Context: an optimization exercise on an open-source flow, tuned for small area. The choices shown serve that exercise and are no tape-out recipe. Function was checked by simulation only, so behaviour that the tests miss may differ from the original. Power figures rest on the tool's default switching activity, not on a simulated workload.

[design.v]
module ad_syn_gen(
ad_sync_1sn,
syn_vld,
clk_sys,
rst_n
);
output ad_sync_1sn;
input syn_vld;
input clk_sys;
input rst_n;
parameter S_IDLE = 2'h0;
parameter S_SYN  = 2'h1;
parameter S_DONE = 2'h3;
reg [1:0] st_ad_syn;
wire finish_syn;
always @ (posedge clk_sys or negedge rst_n)	begin
	if(~rst_n)
		st_ad_syn <= S_IDLE;
	else begin
		case(st_ad_syn)
			S_IDLE : st_ad_syn <= syn_vld ? S_SYN : S_IDLE;
			S_SYN  : st_ad_syn <= finish_syn ? S_DONE : S_SYN;
			S_DONE : st_ad_syn <= S_IDLE;
			default : st_ad_syn <= S_IDLE;
		endcase
	end
end
reg [19:0] cnt_syn;
always @ (posedge clk_sys or negedge rst_n)	begin
	if(~rst_n)
		cnt_syn <= 20'h0;
	else if(st_ad_syn == S_SYN)
		cnt_syn <= cnt_syn + 20'h1;
	else 
		cnt_syn <= 20'h0;
end
assign finish_syn = (cnt_syn == 20'd100_00) ? 1'b1 : 1'b0;
wire ad_sync_1sn;
assign ad_sync_1sn = (st_ad_syn == S_SYN) ? 1'b0 : 1'b1;
endmodule
module ad_clk_gen(
clk_5M,
clk_2_5M,  
clk_2M,
clk_2kHz,
clk_sys,
pluse_us,
rst_n
);
output clk_5M;
output clk_2_5M;
output clk_2M;
output clk_2kHz;
input clk_sys;
input pluse_us;
input rst_n;
reg [15:0]cnt_250us; 
reg [7:0]  cnt_400ns;
reg [7:0]  cnt_250ns;
reg [3:0] cnt_100ns;
wire pluse_us;	
always @(posedge clk_sys or negedge rst_n)	
begin	
	if(~rst_n)
		cnt_100ns <= 4'd0;
	else 
	begin
	   if(cnt_100ns < 4'd9)
			cnt_100ns <= cnt_100ns + 4'd1;
		else
			cnt_100ns <= 4'd0;
	end
end
always @(posedge clk_sys or negedge rst_n)	
begin	
	if(~rst_n)
		cnt_250us <= 16'd0;
	else if(pluse_us)
	begin
	   if(cnt_250us < 16'd249)
			cnt_250us <= cnt_250us + 16'd1;
		else
			cnt_250us <= 16'd0;
	end
end
always @(posedge clk_sys or negedge rst_n)	
begin	
	if(~rst_n)
		cnt_250ns <= 8'd0;
	else if(cnt_250ns < 8'd24)
			cnt_250ns <= cnt_250ns + 8'd1;
	else
			cnt_250ns <= 8'd0;
end
always @(posedge clk_sys or negedge rst_n)	
begin	
	if(~rst_n)
		cnt_400ns <= 8'd0;
	else if(cnt_400ns < 8'd19)
			cnt_400ns <= cnt_400ns + 8'd1;
	else
			cnt_400ns <= 8'd0;
end
reg clk_5M;
always @(posedge clk_sys or negedge rst_n)	begin
	if(~rst_n)
		clk_5M <= 1'b0;
	else if(cnt_100ns == 8'd0)
   	clk_5M <= ~clk_5M;
	else ;
end
reg clk_2M;
always @(posedge clk_sys or negedge rst_n)	begin
	if(~rst_n)
		clk_2M <= 1'b0;
	else if(cnt_250ns == 8'd0)
   	clk_2M <= ~clk_2M;
	else ;
end
reg clk_2_5M;
always @(posedge clk_sys or negedge rst_n)	begin
	if(~rst_n)
		clk_2_5M <= 1'b0;
	else if(cnt_400ns == 8'd0)
   	clk_2_5M <= ~clk_2_5M;
	else ;
end
reg clk_2kHz_reg;
always @(posedge clk_sys or negedge rst_n)	begin
	if(~rst_n)
		clk_2kHz_reg <= 1'b0;
	else if((pluse_us)&&(cnt_250us == 16'd0))
		clk_2kHz_reg <= ~clk_2kHz_reg;
	else ;
end
assign clk_2kHz = clk_2kHz_reg;
endmodule
module ad_reg(
fx_waddr,
fx_wr,
fx_data,
fx_rd,
fx_raddr,
fx_q,
cfg_sample,
cfg_ad_tp,
cfg_ad_fix,
cfg_tp_base,
cfg_tp_step,
mod_id,
clk_sys,
rst_n
);
input 				fx_wr;
input [7:0]		fx_data;
input [15:0]	fx_waddr;
input [15:0]	fx_raddr;
input 				fx_rd;
output  [7:0]	fx_q;
output [7:0]	cfg_sample;
output [7:0]	cfg_ad_tp;
output [23:0] cfg_ad_fix;
output [23:0]	cfg_tp_base;
output [7:0]	cfg_tp_step;
input [5:0] mod_id;
input clk_sys;
input rst_n;
wire dev_wsel = (fx_waddr[13:8]== mod_id) ? 1'b1 :1'b0;
wire dev_rsel = (fx_raddr[13:8]== mod_id) ? 1'b1 :1'b0;
wire now_wr = fx_wr & dev_wsel;
wire now_rd = fx_rd & dev_rsel;
reg [7:0]	cfg_sample;
reg [7:0]	cfg_ad_tp;
reg [23:0] cfg_ad_fix;
reg [23:0]cfg_tp_base;
reg [7:0]	cfg_tp_step;
reg [7:0] cfg_dbg0;
reg [7:0] cfg_dbg1;
reg [7:0] cfg_dbg2;
reg [7:0] cfg_dbg3;
reg [7:0] cfg_dbg4;
reg [7:0] cfg_dbg5;
reg [7:0] cfg_dbg6;
reg [7:0] cfg_dbg7;
always @ (posedge clk_sys or negedge rst_n)	begin
	if(~rst_n)	begin
		cfg_sample <= 8'd20;
		cfg_ad_tp <= 8'd0;
		cfg_ad_fix <= 24'h0;
		cfg_tp_base <= 24'h0;
		cfg_tp_step <= 8'h1;
		cfg_dbg0 <= 8'h80;
		cfg_dbg1 <= 8'h81;
		cfg_dbg2 <= 8'h82;
		cfg_dbg3 <= 8'h83;
		cfg_dbg4 <= 8'h84;
		cfg_dbg5 <= 8'h85;
		cfg_dbg6 <= 8'h86;
		cfg_dbg7 <= 8'h87;
	end
	else if(now_wr) begin
		case(fx_waddr[7:0])
			8'h20 : cfg_sample <= fx_data;
			8'h40	:	cfg_ad_tp <= fx_data;
			8'h41 : cfg_ad_fix[7:0] <= fx_data;
			8'h42 : cfg_ad_fix[15:8] <= fx_data;
			8'h43 : cfg_ad_fix[23:16] <= fx_data;
			8'h44	:	cfg_tp_base[7:0] <= fx_data;
			8'h45	:	cfg_tp_base[15:8] <= fx_data;
			8'h46	:	cfg_tp_base[23:16] <= fx_data;
			8'h47	:	cfg_tp_step <= fx_data;
			8'h80 : cfg_dbg0 <= fx_data;
			8'h81 : cfg_dbg1 <= fx_data;
			8'h82 : cfg_dbg2 <= fx_data;
			8'h83 : cfg_dbg3 <= fx_data;
			8'h84 : cfg_dbg4 <= fx_data;
			8'h85 : cfg_dbg5 <= fx_data;
			8'h86 : cfg_dbg6 <= fx_data;
			8'h87 : cfg_dbg7 <= fx_data;
			default : ;
		endcase
	end
	else ;
end
reg [7:0] q0;
always @(posedge clk_sys or negedge rst_n)	begin
	if(~rst_n) begin
		q0 <= 8'h0;
	end
	else if(now_rd) begin
		case(fx_raddr[7:0])
			8'h0  : q0 <= mod_id;
			8'h20 : q0 <= cfg_sample;
			8'h40 : q0 <= cfg_ad_tp;
			8'h41 : q0 <= cfg_ad_fix[7:0];
			8'h42 : q0 <= cfg_ad_fix[15:8];
			8'h43 : q0 <= cfg_ad_fix[23:16];
			8'h44 : q0 <= cfg_tp_base[7:0];
			8'h45 : q0 <= cfg_tp_base[15:8];
			8'h46 : q0 <= cfg_tp_base[23:16];
			8'h47 : q0 <= cfg_tp_step;
			8'h80 : q0 <= cfg_dbg0;
			8'h81 : q0 <= cfg_dbg1;
			8'h82 : q0 <= cfg_dbg2;
			8'h83 : q0 <= cfg_dbg3;
			8'h84 : q0 <= cfg_dbg4;
			8'h85 : q0 <= cfg_dbg5;
			8'h86 : q0 <= cfg_dbg6;
			8'h87 : q0 <= cfg_dbg7;
			default : q0 <= 8'h0;
		endcase
	end
	else 
		q0 <= 8'h0;
end
wire [7:0] fx_q;
assign fx_q = q0;
endmodule
module ad_sample(
ad_clk_in, 
ad_clk,    
clk_2kHz, 
ad_din,    
ad_cfg,    
ad_sync,   
ad_exclk_change, 
ad_data,
ad_vld,
ad_sync_in, 
clk_sys,
rst_n
);
input  ad_clk_in;
output ad_clk;
input  clk_2kHz;
input  ad_din;
output  ad_cfg;
output ad_sync;
output ad_exclk_change;
output [23:0] ad_data;
output 		  ad_vld;
input ad_sync_in;
input clk_sys;
input rst_n;
reg[2:0] ad_clk_r;
always @ ( posedge clk_sys or negedge rst_n )
  if(~rst_n)
     ad_clk_r <= 0;
  else
     ad_clk_r <= { ad_clk_r[1:0], ad_clk_in};
wire ad_clk_in_rising  = ad_clk_r[1] && ( ~ad_clk_r[2] );       
wire ad_clk_in_falling = ( ~ad_clk_r[1] ) && ad_clk_r[2]; 
reg[2:0] clk_2kHz_r;
always @ ( posedge clk_sys or negedge rst_n )
  if(~rst_n)
     clk_2kHz_r <= 0;
  else
     clk_2kHz_r <= { clk_2kHz_r[1:0], clk_2kHz};
wire clk_2kHz_rising  = clk_2kHz_r[1] && ( ~clk_2kHz_r[2] );       
wire clk_2kHz_falling = ( ~clk_2kHz_r[1] ) && clk_2kHz_r[2]; 
reg[2:0] ad_din_r;
always @ ( posedge clk_sys or negedge rst_n )
  if(~rst_n)
     ad_din_r <= 0;
  else
     ad_din_r <= { ad_din_r[1:0], ad_din};
wire ad_din_rising  = ad_din_r[1] && ( ~ad_din_r[2] );       
wire ad_din_falling = ( ~ad_din_r[1] ) && ad_din_r[2];
parameter S_INIT = 4'h0;
parameter S_IDLE = 4'h8;
parameter S_AD_RESET = 4'h1;
parameter S_AD_UNRST = 4'h9;
parameter S_AD_RESET_DLY = 4'h6;
parameter S_AD_CONFIG = 4'h2;
parameter S_AD_SAMPLE = 4'h3;
parameter S_DATA_PUSH = 4'h4;
wire finish_init;
wire finish_rst;
wire finish_unrst;
wire finish_sample;
reg [3:0] st_ad_p1;
reg [15:0] cnt_config;
wire sample_fire;
reg [7:0] cnt_sample;
reg [15:0]ad_vld_cnt;
always @ (posedge clk_sys or negedge rst_n)	begin
	if(~rst_n)
		st_ad_p1 <= S_INIT;
	else begin
		case(st_ad_p1)
			S_INIT : 			st_ad_p1 <= finish_init ? S_IDLE : S_INIT;		
			S_IDLE : 			st_ad_p1 <= S_AD_RESET;
			S_AD_RESET : 	st_ad_p1 <= finish_rst ? S_AD_UNRST : S_AD_RESET;
			S_AD_UNRST :  st_ad_p1 <= finish_unrst ? S_AD_CONFIG : S_AD_UNRST;
			S_AD_CONFIG : st_ad_p1 <= (cnt_config > 16'd1250) ? S_AD_RESET_DLY : S_AD_CONFIG;
			S_AD_RESET_DLY : st_ad_p1 <= (ad_din_falling & (ad_vld_cnt<16'd3000))? S_AD_SAMPLE : S_AD_RESET_DLY;
			S_AD_SAMPLE : st_ad_p1 <= finish_sample ? S_DATA_PUSH : S_AD_SAMPLE;
			S_DATA_PUSH : st_ad_p1 <= S_AD_RESET_DLY;
			default : st_ad_p1 <= S_IDLE;
		endcase
	end
end
reg [19:0] cnt_init;
always @(posedge clk_sys or negedge rst_n)	begin
	if(~rst_n)
		cnt_init <= 20'h0;
	else if(st_ad_p1 == S_INIT)
		cnt_init <= cnt_init + 20'h1;
	else 
		cnt_init <= 20'h0;
end
assign finish_init = (cnt_init == 20'hfffff) ? 1'b1 : 1'b0;
reg [31:0]cnt_period;
always @ (posedge clk_sys or negedge rst_n)	begin
	if(~rst_n)
		cnt_period <= 32'd0;
	else if(st_ad_p1 == S_DATA_PUSH)
		cnt_period <= 32'd0;
	else if((st_ad_p1 == S_AD_RESET_DLY) | (st_ad_p1 == S_AD_SAMPLE))
		cnt_period <= cnt_period + 32'd1;
	else 
		cnt_period <= 32'd0;
end
assign sample_fire = (cnt_period == 32'd0_499_99) ? 1'b1 : 1'b0;
reg [19:0] cnt_reset;
always @ (posedge clk_sys or negedge rst_n)	begin
	if(~rst_n)
		cnt_reset <= 20'd0;
	else if((ad_clk_in_rising)&&(st_ad_p1 == S_AD_RESET))
		cnt_reset <= cnt_reset + 20'd1;
	else ;
end
assign finish_rst = (cnt_reset == 20'd600) ?  1'b1 : 1'b0;
reg [31:0] cnt_unrst;
always @ (posedge clk_sys or negedge rst_n)	begin
	if(~rst_n)
		cnt_unrst <= 32'd0;
	else if(st_ad_p1 == S_AD_UNRST)
		cnt_unrst <= cnt_unrst + 32'd1;
	else 
		cnt_unrst <= 32'h0;
end
assign finish_unrst = (cnt_unrst == 32'd10_000_00) ?  1'b1 : 1'b0;
always @ (posedge clk_sys or negedge rst_n)	begin
	if(~rst_n)
		cnt_config <= 16'd0;
	else if((ad_clk_in_rising)&&(st_ad_p1 == S_AD_CONFIG))
		cnt_config <= cnt_config + 16'd1;
	else ;
end
always @ (posedge clk_sys or negedge rst_n)	begin
	if(~rst_n)
		cnt_sample <= 8'd0;
	else if(st_ad_p1 == S_AD_SAMPLE)
		cnt_sample <= ad_clk_in_rising ? (cnt_sample + 8'd1) : cnt_sample;
	else 
		cnt_sample <= 8'd0;
end
assign finish_sample = (cnt_sample == 8'd26) ? 1'b1 :1'b0;
reg ad_cfg;
reg ad_clk_vld;
reg [7:0]cfg_reg8;
reg [23:0]ret_reg24;
reg [23:0]got_ad_value;
reg [23:0]cfg_reg24;
always @ (posedge clk_sys or negedge rst_n)	begin
	if(~rst_n) begin
		ad_clk_vld <= 1'b1;
		ad_cfg <= 1'b1;
		got_ad_value <= 24'h0;
		ret_reg24 <= 24'h0;
		cfg_reg8 <= 8'h0;
		cfg_reg24 <= 24'h0;
	end
	else	begin
		case(st_ad_p1)
			S_INIT : 	  begin ad_cfg <= 1'b1; ad_clk_vld <= 1'b1;end
			S_IDLE : 	  begin ad_cfg <= 1'b1; ad_clk_vld <= 1'b1;end
			S_AD_RESET : begin ad_cfg <= 1'b1; ad_clk_vld <= 1'b0;end
			S_AD_UNRST : begin ad_cfg <= 1'b0; ad_clk_vld <= 1'b1;end
			S_AD_RESET_DLY : begin ad_cfg <= 1'b0; ad_clk_vld <= 1'b1; end
			S_AD_CONFIG : 
			begin
				if(cnt_config == 16'd0) begin
					ad_cfg <= 1'b0;
					ad_clk_vld <= 1'b1;
				end
				else if(cnt_config == 16'd61) 
					cfg_reg8 <= 8'h10;
				else if((cnt_config == 16'd70)&(ad_clk_in_falling))
				begin
					ad_clk_vld <= 1'b0;
					ad_cfg <= cfg_reg8[7];
				end
				else if((cnt_config >16'd70)&(cnt_config < 16'd77)&(ad_clk_in_falling))
				begin
					ad_cfg <= cfg_reg8[16'd77-cnt_config];
				end
				else if((cnt_config == 16'd77)&(ad_clk_in_rising))
				begin
				   ad_clk_vld <= 1'b1;
				   ad_cfg <= cfg_reg8[0];
				end
				else if((cnt_config == 16'd78)&(ad_clk_in_rising))
				begin  
						ad_cfg <= 1'b0;
				end
				else if(cnt_config == 16'd81) 
					cfg_reg24 <= 24'h000110;
				else if((cnt_config == 16'd90)&(ad_clk_in_falling))
				begin
					ad_clk_vld <= 1'b0;
					ad_cfg <= cfg_reg24[23];
				end
				else if((cnt_config >16'd90)&(cnt_config < 16'd113)&(ad_clk_in_falling))
				begin
					ad_cfg <= cfg_reg24[16'd113-cnt_config];
				end
				else if((cnt_config == 16'd113)&(ad_clk_in_rising))
			    ad_clk_vld <= 1'b1;
				else if((cnt_config == 16'd113)&(ad_clk_in_falling))
				  ad_cfg <= cfg_reg24[0];
				else if((cnt_config == 16'd114)&(ad_clk_in_falling))
					ad_cfg <= 1'b0;
				else if(cnt_config == 16'd121) 
					cfg_reg8 <= 8'h50;
				else if((cnt_config == 16'd130)&(ad_clk_in_falling))
				begin
					ad_clk_vld <= 1'b0;
					ad_cfg <= cfg_reg8[7];
				end
				else if((cnt_config >16'd130)&(cnt_config < 16'd137)&(ad_clk_in_falling))
				begin
					ad_cfg <= cfg_reg8[16'd137-cnt_config];
				end
				else if((cnt_config == 16'd137)&(ad_clk_in_rising))
				begin
				   ad_clk_vld <= 1'b1;
				   ad_cfg <= cfg_reg8[0];
				end
				else if((cnt_config == 16'd138)&(ad_clk_in_rising))
				begin  
						ad_cfg <= 1'b0;
				end
				else if((cnt_config == 16'd170)&(ad_clk_in_falling))
				begin
						ad_clk_vld <= 1'b0;
				end
				else if((cnt_config == 16'd170)&(ad_clk_in_rising))
					 ret_reg24[23] <= ad_din;
				else if((cnt_config == 16'd171)&(ad_clk_in_falling))
				begin
					 ret_reg24[22] <= ad_din;
				end
				else if((16'd171 < cnt_config )&(cnt_config <16'd194)&(ad_clk_in_falling))
				begin
					 ret_reg24[16'd193-cnt_config] <= ad_din;
				end
				else if((cnt_config == 16'd193)&(ad_clk_in_rising))
				begin
					ad_clk_vld <= 1'b1;
					ret_reg24 <= 24'h0;
				end
				else if(cnt_config == 16'd261) 
					cfg_reg8 <= 8'h08;
				else if((cnt_config == 16'd270)&(ad_clk_in_falling))
				begin
					ad_clk_vld <= 1'b0;
					ad_cfg <= cfg_reg8[7];
				end
				else if((cnt_config >16'd270)&(cnt_config < 16'd277)&(ad_clk_in_falling))
				begin
					ad_cfg <= cfg_reg8[16'd277-cnt_config];
				end
				else if((cnt_config == 16'd277)&(ad_clk_in_rising))
				begin
				   ad_clk_vld <= 1'b1;
				   ad_cfg <= cfg_reg8[0];
				end
				else if((cnt_config == 16'd278)&(ad_clk_in_rising))
				begin  
						ad_cfg <= 1'b0;
				end
				else if(cnt_config == 16'd281) 
					cfg_reg24 <= 24'h040001;
				else if((cnt_config == 16'd290)&(ad_clk_in_falling))
				begin
					ad_clk_vld <= 1'b0;
					ad_cfg <= cfg_reg24[23];
				end
				else if((cnt_config >16'd290)&(cnt_config < 16'd313)&(ad_clk_in_falling))
				begin
					ad_cfg <= cfg_reg24[16'd313-cnt_config];
				end
				else if((cnt_config == 16'd313)&(ad_clk_in_rising))
			    ad_clk_vld <= 1'b1;
				else if((cnt_config == 16'd313)&(ad_clk_in_falling))
				  ad_cfg <= cfg_reg24[0];
				else if((cnt_config == 16'd314)&(ad_clk_in_falling))
					ad_cfg <= 1'b0;
				else if(cnt_config == 16'd321) 
					cfg_reg8 <= 8'h48;
				else if((cnt_config == 16'd330)&(ad_clk_in_falling))
				begin
					ad_clk_vld <= 1'b0;
					ad_cfg <= cfg_reg8[7];
				end
				else if((cnt_config >16'd330)&(cnt_config < 16'd337)&(ad_clk_in_falling))
				begin
					ad_cfg <= cfg_reg8[16'd337-cnt_config];
				end
				else if((cnt_config == 16'd337)&(ad_clk_in_rising))
				begin
				   ad_clk_vld <= 1'b1;
				   ad_cfg <= cfg_reg8[0];
				end
				else if((cnt_config == 16'd338)&(ad_clk_in_rising))
				begin  
						ad_cfg <= 1'b0;
				end
				else if((cnt_config == 16'd370)&(ad_clk_in_falling))
				begin
						ad_clk_vld <= 1'b0;
				end
				else if((cnt_config == 16'd370)&(ad_clk_in_rising))
					 ret_reg24[23] <= ad_din;
				else if((cnt_config == 16'd371)&(ad_clk_in_falling))
				begin
					 ret_reg24[22] <= ad_din;
				end
				else if((16'd371 < cnt_config )&(cnt_config <16'd394)&(ad_clk_in_falling))
				begin
					 ret_reg24[16'd393-cnt_config] <= ad_din;
				end
				else if((cnt_config == 16'd393)&(ad_clk_in_rising))
				begin
					ad_clk_vld <= 1'b1;
					ret_reg24 <= 24'h0;
				end
				else if(cnt_config == 16'd1221) 
					cfg_reg8 <= 8'h5C;
				else if((cnt_config == 16'd1230)&(ad_clk_in_falling))
				begin
					ad_clk_vld <= 1'b0;
					ad_cfg <= cfg_reg8[7];
				end
				else if((cnt_config >16'd1230)&(cnt_config < 16'd1237)&(ad_clk_in_falling))
				begin
					ad_cfg <= cfg_reg8[16'd1237-cnt_config];
				end
				else if((cnt_config == 16'd1237)&(ad_clk_in_rising))
				begin
					ad_clk_vld <= 1'b1;
					ad_cfg <= cfg_reg8[0];
				end
				else if((cnt_config == 16'd1238)&(ad_clk_in_rising))
				begin  
					ad_cfg <= 1'b0;
					ad_clk_vld <= 1'b1;
				end
			end
			S_AD_SAMPLE : begin
					if((cnt_sample == 8'd1)&(ad_clk_in_falling))
						ad_clk_vld <= 1'b0;
					else if((cnt_sample == 8'd1)&(ad_clk_in_rising))
						got_ad_value[23] <= ad_din;
					else if((cnt_sample == 8'd2)&(ad_clk_in_falling))
					begin
						got_ad_value[22] <= ad_din;
					end
					else if((8'd2 < cnt_sample )&(cnt_sample <8'd25)&(ad_clk_in_falling))
					begin
						 got_ad_value[8'd24-cnt_sample] <= ad_din;
					end
					else if((cnt_sample == 8'd24)&(ad_clk_in_rising))
					begin
						ad_clk_vld <= 1'b1;
					end
			end
			S_DATA_PUSH :  begin ad_cfg <= 1'b0; ad_clk_vld <= 1'b1;end
			default :  begin ad_cfg <= 1'b0; ad_clk_vld <= 1'b1;end
		endcase
	end
end
always @(posedge clk_sys or negedge rst_n)
begin
	if(~rst_n)
		ad_vld_cnt <= 16'd0;
	else if(~ad_sync_in)
		ad_vld_cnt <= 16'd0;
	else if((ad_vld)&(ad_vld_cnt < 16'd3000))
		ad_vld_cnt <= ad_vld_cnt + 16'd1;
	else 
	    ;
end
reg ad_exclk_change;
always @(posedge clk_sys or negedge rst_n)
begin
	if(~rst_n)
		ad_exclk_change <= 1'b0;
	else if(~ad_sync_in)
		ad_exclk_change <= 1'b1;
	else if(st_ad_p1 == S_AD_SAMPLE)
		ad_exclk_change <= 1'b0;
	else 
	    ;
end
wire ad_clk;
assign ad_clk = ad_clk_in | ad_clk_vld ;  
assign ad_vld = (st_ad_p1 == S_DATA_PUSH) ? 1'b1 :1'b0;
assign ad_data = got_ad_value;
assign ad_sync = ad_sync_in;
endmodule
module ad_tp(
tp_data,
tp_vld,
cfg_sample,
cfg_ad_tp,
cfg_ad_fix,
cfg_tp_base,
cfg_tp_step,
mod_id,
syn_vld,
clk_sys,
rst_n
);
output [23:0]	tp_data;
output				tp_vld;
input [7:0]	cfg_sample;
input [7:0]	cfg_ad_tp;
input [23:0]cfg_ad_fix;
input [23:0]cfg_tp_base;
input [7:0]	cfg_tp_step;
input [5:0] mod_id;
input syn_vld;
input clk_sys;
input rst_n;
reg [23:0] 	cfg_tp_base_reg;
reg [7:0]		cfg_tp_step_reg;
always @ (posedge clk_sys)	begin
	cfg_tp_base_reg <= cfg_tp_base;
	cfg_tp_step_reg <= cfg_tp_step;
end
wire cfg_tp_change = 	(cfg_tp_base_reg != cfg_tp_base) | 
											(cfg_tp_step_reg != cfg_tp_step);
wire [23:0]	tp_period;
assign tp_period = 	(cfg_sample == 8'd20) ? 24'd500_00 :			 
										(cfg_sample == 8'd10) ? 24'd1_000_00 :		 
										(cfg_sample == 8'd5) ? 24'd2_000_00 :			 
										(cfg_sample == 8'd2) ? 24'd5_000_00 : 	 
										(cfg_sample == 8'd1) ? 24'd10_000_00 : 	 
										24'd500_00;
reg [23:0] cnt_cycle;
always @ (posedge clk_sys or negedge rst_n)	begin
	if(~rst_n)
		cnt_cycle <= 24'h0;
	else if(syn_vld)
		cnt_cycle <= 24'h0;
	else if(cnt_cycle == (tp_period - 24'h1))
		cnt_cycle <= 24'h0;
	else 
		cnt_cycle <= cnt_cycle + 24'h1;
end
wire period_vld = (cnt_cycle == (tp_period - 24'h1)) ? 1'b1 : 1'b0;
wire [23:0] tp1_data = 	(mod_id[1:0] == 2'h1) ? 24'h111111 :
												(mod_id[1:0] == 2'h2) ? 24'h222222 :
												(mod_id[1:0] == 2'h3) ? 24'h333333 : 24'h999999;
wire [23:0] tp3_data = cfg_ad_fix;
reg [23:0] tp2_data;
always @(posedge clk_sys or negedge rst_n)	begin
	if(~rst_n)
		tp2_data <= 24'h0;
	else if(cfg_tp_change)
		tp2_data <= cfg_tp_base;
	else if(period_vld)
		tp2_data <= tp2_data + {16'h0, cfg_tp_step};
	else ;
end
reg tp_vld;
always @(posedge clk_sys or negedge rst_n)	begin	
	if(~rst_n)
		tp_vld <= 1'b0;
	else 
		tp_vld <= period_vld ? 1'b1 : 1'b0;
end
wire [23:0] tp_data;
assign tp_data = 	(cfg_ad_tp == 8'h1) ? tp1_data :
									(cfg_ad_tp == 8'h2) ? tp2_data : 
									(cfg_ad_tp == 8'h3) ? tp3_data : 24'h555555;
endmodule
module ad_mux(
ad_data,
ad_vld,
tp_data,
tp_vld,
real_data,
real_vld,
cfg_ad_tp,
clk_sys,
rst_n
);
output [23:0]	ad_data;
output				ad_vld;
input [23:0]	tp_data;
input					tp_vld;
input [23:0]	real_data;
input					real_vld;
input [7:0]		cfg_ad_tp;
input clk_sys;
input rst_n;
wire [23:0]	ad_data;
wire 				ad_vld;
assign ad_data = (cfg_ad_tp == 8'h0) ? real_data : tp_data;
assign ad_vld  = (cfg_ad_tp == 8'h0) ? real_vld  : tp_vld;
endmodule
module ad_top(
ad_data,
ad_vld,
ad_mclk,
ad_clk,
ad_din,
ad_cfg,
ad_sync,
fx_waddr,
fx_wr,
fx_data,
fx_rd,
fx_raddr,
fx_q,
mod_id,
cfg_sample,
syn_vld,
ex_2_048M_clk,
clk_10m,
clk_sys,
pluse_us,
rst_n
);
output [23:0]	ad_data;
output				ad_vld;
output ad_mclk;
output ad_clk;
input   ad_din;
output ad_cfg;
output ad_sync;
input [15:0]	fx_waddr;
input 				fx_wr;
input [7:0]		fx_data;
input					fx_rd;
input [15:0]	fx_raddr;
output	[7:0]	fx_q;
input [5:0]		mod_id;
output [7:0]	cfg_sample;
input syn_vld;
input ex_2_048M_clk;
input clk_10m;
input clk_sys;
input pluse_us;
input rst_n;
wire ad_syn_1sn;
ad_syn_gen u_ad_syn_gen(
.ad_sync_1sn(ad_syn_1sn),
.syn_vld(syn_vld),
.clk_sys(clk_sys),
.rst_n(rst_n)
);
wire clk_2kHz;
wire clk_2_5M;
wire clk_5M;
ad_clk_gen   u_ad_clk_gen(
.clk_sys(clk_sys),
.pluse_us(pluse_us),
.rst_n(rst_n),
.clk_2M(),
.clk_2_5M(clk_2_5M),
.clk_5M(clk_5M),
.clk_2kHz(clk_2kHz)
);
wire [7:0]	cfg_sample;
wire [7:0]	cfg_ad_tp;
wire [23:0] cfg_ad_fix;
wire [23:0]	cfg_tp_base;
wire [7:0]	cfg_tp_step;
ad_reg u_ad_reg(
.fx_waddr(fx_waddr),
.fx_wr(fx_wr),
.fx_data(fx_data),
.fx_rd(fx_rd),
.fx_raddr(fx_raddr),
.fx_q(fx_q),
.mod_id(mod_id),
.cfg_sample(cfg_sample),
.cfg_ad_tp(cfg_ad_tp),
.cfg_ad_fix(cfg_ad_fix),
.cfg_tp_base(cfg_tp_base),
.cfg_tp_step(cfg_tp_step),
.clk_sys(clk_sys),
.rst_n(rst_n)
);
wire [23:0]	real_data;
wire	real_vld;
wire ad_sync_1s = ad_syn_1sn;
wire ad_exclk_change;
ad_sample u_ad_sample(
.ad_clk_in(clk_2_5M), 
.ad_clk(ad_clk), 
.clk_2kHz(clk_2kHz), 
.ad_din(ad_din), 
.ad_cfg(ad_cfg), 
.ad_sync(ad_sync), 
.ad_data(real_data),
.ad_vld(real_vld),
.ad_sync_in(ad_sync_1s),
.ad_exclk_change(ad_exclk_change),
.clk_sys(clk_sys),
.rst_n(rst_n)
);
wire [23:0]	tp_data;
wire				tp_vld;
ad_tp u_ad_tp(
.tp_data(tp_data),
.tp_vld(tp_vld),
.cfg_sample(cfg_sample),
.cfg_ad_tp(cfg_ad_tp),
.cfg_ad_fix(cfg_ad_fix),
.cfg_tp_base(cfg_tp_base),
.cfg_tp_step(cfg_tp_step),
.mod_id(mod_id),
.syn_vld(syn_vld),
.clk_sys(clk_sys),
.rst_n(rst_n)
);
ad_mux u_ad_mux(
.ad_data(ad_data),
.ad_vld(ad_vld),
.tp_data(tp_data),
.tp_vld(tp_vld),
.real_data(real_data),
.real_vld(real_vld),
.cfg_ad_tp(cfg_ad_tp),
.clk_sys(clk_sys),
.rst_n(rst_n)
);
assign ad_mclk = ad_exclk_change?  clk_10m : ex_2_048M_clk;
endmodule
[run.sh]
#!/bin/bash
# synth_recipe.tcl (not shown) runs the flow's synth.tcl, then flattens the netlist and writes it again
# the make line also repeats each setting of config.mk as NAME=value (left out here)
make -C /OpenROAD-flow-scripts/flow DESIGN_CONFIG=/design/flow/config.mk WORK_HOME=/design/flow/orfs CLKGATE_MAP_FILE= SYNTH_SCRIPT=/design/flow/synth_recipe.tcl finish
[config.mk]
export PLATFORM = sky130hd
export DESIGN_NAME = ad_top
export DESIGN_NICKNAME = ad_top
export VERILOG_FILES = /design/flow/design.v
export SDC_FILE = /design/flow/constraint.sdc
export NUM_CORES = 4
export LEC_CHECK = 0
export CAP_MARGIN = 20
export CORE_MARGIN = 2
export CORE_UTILIZATION = 40
export SLEW_MARGIN = 20
[constraint.sdc]
create_clock -name core_clock -period 10.0 [get_ports {clk_sys}]
set_input_delay 2.0000 -clock core_clock [delete_from_list [all_inputs] [get_ports {clk_sys}]]
set_output_delay 2.0000 -clock core_clock [all_outputs]
set_load 0.01 [all_outputs]
==> results.sh <==
export IMPL_via_count=17100
export IMPL_slowest_delay_ns=0.84
export IMPL_insertion_delay_ns=0.60
export IMPL_grt_usage_pct=22.2
export IMPL_wire_per_inst_um=21.2
export IMPL_synth_cell_types=83
export IMPL_crit_arrival_ns=4.60
export IMPL_syn_area_sq_um=21700
export IMPL_cts_buffers=45
export IMPL_fin_nets=2284
export IMPL_path_max_fanout=11
export IMPL_dieWidth_um=237
export IMPL_relSlewSlack_pct=21.9
export IMPL_core_sq_um=53700
export IMPL_portBuffers=94
export IMPL_hold_class="register to register"
export IMPL_die_h_um=237
export IMPL_layout_drive_gt1_share_pct=14.7
export IMPL_antenna_found_initial=2
export IMPL_period_needed_ns=6.60
export IMPL_cap_viol_max_count=0
export IMPL_end_kind="output pin"
export IMPL_top_register="u_ad_sample.cnt_unrst"
export IMPL_vias_per_cell=5.84
export IMPL_hold_buffers=0
export IMPL_cp_start_kind="input port"
export IMPL_largest_register_ff_count=32
export IMPL_areaGrowthSynthToFinish_pct=14.5
export IMPL_drcViolationCount=0
export IMPL_status="complete, no violations"
export IMPL_dp_cells=2844
export IMPL_crit_chain="clkdlybuf4s50_1 -> nor2b_1 -> o21bai_1 -> o22a_1 -> clkdlybuf4s50_1"
export IMPL_crit_type="input port to output pin"
export IMPL_setup_viol=0
export IMPL_final_cells=2929
export IMPL_root_buffer="clkbuf_16"
export IMPL_slew_violations=0
export IMPL_die_area_sq_um=56000
export IMPL_rows=85
export IMPL_crit_slowest_cell="clkdlybuf4s50_1"
export IMPL_ys_seq_elements=411
export IMPL_layout_commonest_cell="dfrtp_1"
export IMPL_yosysSeqAreaShare_pct=46.9
export IMPL_grt_max_degree=104
export IMPL_ir_worst_vdd_v=0.000123
export IMPL_layout_common_cells="dfrtp_1, nor2_1, mux2_2, nand2_1, xnor2_1"
export IMPL_cts_tree="built"
export IMPL_nFillCells=4971
export IMPL_start_util_pct=40.3
export IMPL_power_leakage_nw=10.3
export IMPL_hold_viol=0
export IMPL_clock_skew_final_ns=0.0327
export IMPL_setup_tns_ns=0
export IMPL_yosys_warnings=5
export IMPL_dr_pass1_iters=5
export IMPL_fin_hold_ws_ns=0.350
export IMPL_min_period_over_period_pct=66.0
export IMPL_tightest_slew_ns=1.16
export IMPL_dpl_hpwl_um=43500
export IMPL_num_io_pins=100
export IMPL_overflow=0
export IMPL_drtAntennaViolNets=0
export IMPL_wl_um=62100
export IMPL_grt_pass1_vias=16600
export IMPL_synth_avg_cell_area_sq_um=10.2
export IMPL_grt_pass1_wl_um=97600
export IMPL_synthArstFlopShare_pct=92.2
export IMPL_post_cts_resized=0
export IMPL_worst_path_most_repeated_cell="clkdlybuf4s50_1"
export IMPL_htreeDepth=2
export IMPL_critPathRequiredTime_ns=8.00
export IMPL_cts_setup_buffers=0
export IMPL_place_gp_congestion=0.906
export IMPL_final_util_pct=46.2
export IMPL_drtIter0Drc=1524
export IMPL_powerDensity_nw_per_um2=150
export IMPL_netlist_instances=2130
export IMPL_cts_buffer_depth=3
export IMPL_grt_setup_unrepaired="false"
export IMPL_clk_pin_slew_ns=0.05
export IMPL_clock_sinks=411
export IMPL_synth_edf_count=0
export IMPL_synth_flop_cell="dfrtp_1"
export IMPL_fmax_ghz=0.152
-- worst paths after layout --
kind | slack [ns] | startpoint | to | cells past startpoint
max | 3.40 | mod_id[1] | ad_data[16] | 5
min | 0.35 | u_ad_sample.ad_clk_r[0] | u_ad_sample.ad_clk_r[1] | 0
max reg2reg | 5.52 | u_ad_reg.cfg_sample[0] | u_ad_tp.cnt_cycle[11] | 10
min reg2reg | 0.35 | u_ad_sample.ad_clk_r[0] | u_ad_sample.ad_clk_r[1] | 0
max in group asynchronous | 7.00 | rst_n | u_ad_sample.cnt_config[5] | 2
min in group asynchronous | 1.42 | rst_n | u_ad_reg.cfg_dbg4[3] | 1
-- worst max-delay path, delay by kind of cell --
kind            cells  cell delay [ns]
buf+inv             2             1.41
compound gates      2             0.83
simple gates        1             0.33
-- through the flow --
stage	cell area, sq um	worst slack (ns)	power, mW
2_1_floorplan	21700	5.10	1.90
3_3_place_gp	23300	3.43	2.02
3_5_place_dp	23300	3.40	2.03
4_1_cts	24800	3.38	3.76
5_1_grt	24800	3.25	3.86
6_report	24800	3.40	3.72
-- metal layers --
| layer | share of wire (%) | track usage [%] |
|---|---|---|
| met5 | 0 | 0 |
| met4 | 3.1 | 7.88 |
| met3 | 6.9 | 4.28 |
| met2 | 43 | 32.7 |
| met1 | 47 | 32.4 |
-- synthesized netlist by cell type, types with 14 or more instances --
cell / count / area share, %
a222oi_1: 14 / 0.65
dfrtp_1: 354 / 41
mux2_2: 175 / 9.1
and2_1: 18 / 0.52
nand2_1: 150 / 2.6
nor4_1: 40 / 1.2
or3_1: 26 / 0.75
nand3_1: 89 / 2.1
nand2b_1: 19 / 0.55
xnor2_1: 109 / 4.4
xor2_1: 96 / 3.9
nor3_1: 41 / 0.95
a21oi_1: 44 / 1.0
o21ai_0: 74 / 1.7
nand4_1: 58 / 1.7
dfstp_2: 25 / 3.0
and4_1: 19 / 0.77
inv_1: 47 / 0.81
a31oi_1: 16 / 0.46
a22oi_1: 46 / 1.6
ha_1: 32 / 1.8
nor2_1: 214 / 3.7
dfxtp_1: 32 / 3.0
clkbuf_1: 93 / 1.6
and3_1: 41 / 1.2
or4_1: 15 / 0.52
nor2b_1: 29 / 0.84
-- report_power, final --
group	switching [mW]	internal, mW	total (mW)
clock network	0.693	1.03	1.72
logic	0.157	0.0957	0.253
registers	0.0404	1.70	1.74
-- logic make-up (layout without fill, tap and decap cells) --
logic type	count (synthesis)	count (layout)	share of synthesized area, %
AO/OA/AOI/OAI	297	297	9.48
XOR/XNOR	205	205	8.29
adder cells (fa/ha/maj)	33	33	1.94
buffers and inverters	146	246	2.54
flip-flops	411	411	46.9
multiplexers	193	193	10.3
other	1	4	0.0173
AND/OR/NAND/NOR	844	844	20.6
-- cell type report --
| cell class | count | area [sq um] | area share [%] |
|---|---|---|---|
| Inverter | 48 | 180 | 0.726 |
| Tap cell | 696 | 871 | 3.51 |
| Clock inverter | 12 | 175 | 0.706 |
| Multi-Input combinational cell | 1575 | 11000 | 44.2 |
| Sequential cell | 411 | 10200 | 40.9 |
| Timing Repair Buffer | 115 | 1110 | 4.46 |
| Clock buffer | 71 | 1350 | 5.42 |
| Antenna cell | 1 | 2.50 | 0.0101 |

-- static timing again, ports no longer ideal --
Ports are ideal in the flow. The routed layout listed here was re-timed in OpenROAD.
Step 1 sets driving cells, clkbuf_16 on the clock port and buf_2 on the other inputs (assumed; they add their load-dependent delay and slew).
Step 2 times the ports against the registers' clock, not the clock port: input delays grow and output delays shrink by t, the midpoint of the rising clock arrivals with the driver on.
Slacks: ideal / step 1 / step 2; pairs: ideal / step 1.
t (ns): 0.637
slack for setup (ns): 3.400 / 3.374 / 3.374
worst slew at a driven data input, ns: 0.06
cell pins on the clock port's net: 1
After both steps this run still meets setup and hold. For this run, drivers alone change the setup slack by -0.026 ns; drivers and shift together by -0.026 ns.
